Background: an optimization exercise with open tools, aiming at small area, a short achievable clock period and few clock cycles. Do not read the settings as production practice.
Where RTL was checked, it was by simulation tests only, not by an equivalence proof against the original.
Power is estimated from default activity; no workload was simulated.

// sparse_mac_top
module sparse_mac_top
#(
    parameter int NUM_DECODERS = 2,
    parameter int VALUE_W = 16,
    parameter int INDEX_W = 16,
    parameter int DECODER_FIFO_DEPTH = 16,
    parameter int ACCUM_W = 32
)
(
    input mac_clk,
    input mac_rst,
    input [NUM_DECODERS-1:0] sram_valid_i,
    output [NUM_DECODERS-1:0] sram_ready_o,
    input [NUM_DECODERS*(1+VALUE_W+INDEX_W)-1:0] sram_data_i,
    output mac_valid_o,
    output [ACCUM_W-1:0] mac_data_o
);
localparam int DATA_W = 1 + VALUE_W + INDEX_W;
logic [INDEX_W-1:0] skip0, skip1;
logic [VALUE_W-1:0] val0, val1;
logic in_done0, in_done1;
assign {in_done0, val0, skip0} = sram_data_i[0 +: DATA_W];
assign {in_done1, val1, skip1} = sram_data_i[DATA_W +: DATA_W];
logic hv0, hv1;               
logic hd0, hd1;               
logic [VALUE_W-1:0] hval0;
logic [VALUE_W-1:0] hval1;
logic [7:0] g_one, g_two, g_neg;    
logic g_top;
logic [INDEX_W:0] diff;       
logic zq;                     
logic mat;                    
logic [31:0] acc_s, acc_c;    
logic [31:0] res;             
logic mq;                     
logic fin, both, d_neg, pop0, pop1, take0, take1;
assign fin   = (hv0 & hd0) | (hv1 & hd1);
assign both  = hv0 & hv1 & ~fin;
assign d_neg = diff[INDEX_W];
assign pop0  = both & ~d_neg;
assign pop1  = both & (d_neg | zq);
assign sram_ready_o[0] = ~fin & (~hv0 | pop0);
  ...
export LEC_CHECK = 0
export CAP_MARGIN = 20
export CORE_MARGIN = 2
export CORE_UTILIZATION = 40
export SETUP_SLACK_MARGIN = 3.6
export SLEW_MARGIN = 20
export SYNTH_HIERARCHICAL = 1
create_clock -name core_clock -period 7.0 [get_ports {mac_clk}]
standard.sh (not shown) runs the stock make flow with config.mk's settings and CLKGATE_MAP_FILE= SYNTH_SCRIPT=/design/flow/synth_recipe.tcl, a recipe that flattens the netlist after the stock synthesis.
==> flow/flow/run.sh <==
#!/bin/bash
set -euo pipefail
export BUFFER_PORTS_ARGS="-buffer_cell sky130_fd_sc_hd__buf_2"
bash standard.sh finish > flow_make.log 2>&1
The first run completed without violations.
Testbench counts at the start, summed over its fixed seeds: cycles 7,526.
Rerun with:
--- a/flow/design.v
+++ b/flow/design.v
@@ -47,23 +47,24 @@
     output [ACCUM_W-1:0] mac_data_o
 );
 localparam int DATA_W = 1 + VALUE_W + INDEX_W;
 logic [INDEX_W-1:0] skip0, skip1;
 logic [VALUE_W-1:0] val0, val1;
 logic in_done0, in_done1;
 assign {in_done0, val0, skip0} = sram_data_i[0 +: DATA_W];
 assign {in_done1, val1, skip1} = sram_data_i[DATA_W +: DATA_W];
 logic hv0, hv1;               
 logic hd0, hd1;               
 logic [VALUE_W-1:0] hval0;
-logic [VALUE_W-1:0] hval1;
+logic [7:0] b_one, b_two, b_neg;    
+logic b_top;                        
 logic [7:0] g_one, g_two, g_neg;    
 logic g_top;
 logic [INDEX_W:0] diff;       
 logic zq;                     
 logic mat;                    
 logic [31:0] acc_s, acc_c;    
 logic [31:0] res;             
 logic mq;                     
 logic fin, both, d_neg, pop0, pop1, take0, take1;
 assign fin   = (hv0 & hd0) | (hv1 & hd1);
 assign both  = hv0 & hv1 & ~fin;
@@ -96,38 +97,40 @@
 assign z10 = (s1x == ~diff);
 assign z01 = (s0x == diff_m1);
 assign z11 = (skip1 == skip0);
 assign zn  = (t00 & zq) | (t01 & z01) | (t10 & z10) | (t11 & z11);
 logic hv0n, hv1n, hd0n, hd1n, finn, matn;
 assign hv0n = take0 | (hv0 & ~pop0);
 assign hv1n = take1 | (hv1 & ~pop1);
 assign hd0n = take0 ? in_done0 : hd0;
 assign hd1n = take1 ? in_done1 : hd1;
 assign finn = (hv0n & hd0n) | (hv1n & hd1n);
 assign matn = hv0n & hv1n & ~finn & zn;
-logic [VALUE_W-1:0] n_val1;
-logic [7:0] n_one, n_two, n_neg;
-logic n_top;
-assign n_val1 = take1 ? val1 : hval1;
+logic [7:0] e_one, e_two, e_neg;
 always_comb begin
     for (int j = 0; j < 8; j++) begin
         logic hi, mid, lo;
-        hi  = n_val1[2*j+1];
-        mid = n_val1[2*j];
-        lo  = (j == 0) ? 1'b0 : n_val1[2*j-1];
-        n_one[j] = mid ^ lo;
-        n_two[j] = (hi & ~mid & ~lo) | (~hi & mid & lo);
-        n_neg[j] = hi;
+        hi  = val1[2*j+1];
+        mid = val1[2*j];
+        lo  = (j == 0) ? 1'b0 : val1[2*j-1];
+        e_one[j] = mid ^ lo;
+        e_two[j] = (hi & ~mid & ~lo) | (~hi & mid & lo);
+        e_neg[j] = hi;
     end
 end
-assign n_top = n_val1[15];
+logic [7:0] n_one, n_two, n_neg;    
+logic n_top;
+assign n_one = take1 ? e_one : b_one;
+assign n_two = take1 ? e_two : b_two;
+assign n_neg = take1 ? e_neg : b_neg;
+assign n_top = take1 ? val1[15] : b_top;
 logic [16:0] bpp [8];
 logic [15:0] bpp8;
 always_comb begin
     for (int j = 0; j < 8; j++)
         for (int i = 0; i < 17; i++)
             bpp[j][i] = ((g_one[j] & ((i < 16) ? hval0[i] : 1'b0))
                        | (g_two[j] & ((i > 0) ? hval0[i-1] : 1'b0))) ^ g_neg[j];
     for (int i = 0; i < 16; i++)
         bpp8[i] = g_top & hval0[i];
 end
 logic [31:0] tree_s, tree_c;
@@ -471,19 +474,20 @@
                 gg[i] = gg[i] | (pp[i] & gg[i - (1 << l)]);
                 pp[i] = pp[i] & pp[i - (1 << l)];
             end
     bk_add = p ^ {gg[30:0], 1'b0};
 endfunction
 always_ff @(posedge mac_clk) begin
     res <= bk_add(acc_s, acc_c);
     if (take0) begin
         hval0 <= val0;
         hd0   <= in_done0;
     end
-    if (take1) begin
-        hval1 <= val1;
-        hd1   <= in_done1;
-    end
+    b_one <= n_one;
+    b_two <= n_two;
+    b_neg <= n_neg;
+    b_top <= n_top;
+    hd1   <= hd1n;
 end
 assign mac_valid_o = fin & ~mq;
 assign mac_data_o  = res;
 endmodule
Effect:
- design area climbs by 3.5%
- count of clock-buffer cells in the layout fell by 5
- core utilization came out higher by 0.42 points
- setup slack got worse by 37 ps
- wire length goes up by 2.4%
- total power went up by 93%
- maximum frequency fell by 1.1%
- die area is higher by 2.3%
- cell count climbs by 2.9%
- critical path depth grows by 1
No functional check of the RTL was part of the second run of this note.

[port drivers added, routing unchanged]
The flow's constraints put no driver on any port. The routed layouts listed below were extracted and timed again, unchanged, in two steps. Step 1, drivers: a clkbuf_16 drives mac_clk and a buf_2 each remaining input, both assumed. Step 2, shift: input delay + t, output delay - t, t = (earliest + latest rising clock arrival at the registers) / 2. This alone moves slack from input paths to output paths. Slacks: ideal ports / drivers / drivers and shift; pairs: ideal ports / drivers.
run	t, ns	slack for setup (ns)	slew at the worst register clock pin (ns)
the first run	0.492	3.677 / 3.660 / 3.214	0.08 / 0.08
the second run	0.508	3.640 / 3.656 / 3.163	0.08 / 0.08
After both steps setup and hold are still met in every run listed. The setup slack of the second run, which loses most, moves by +0.016 ns with the drivers and by -0.477 ns with both steps.
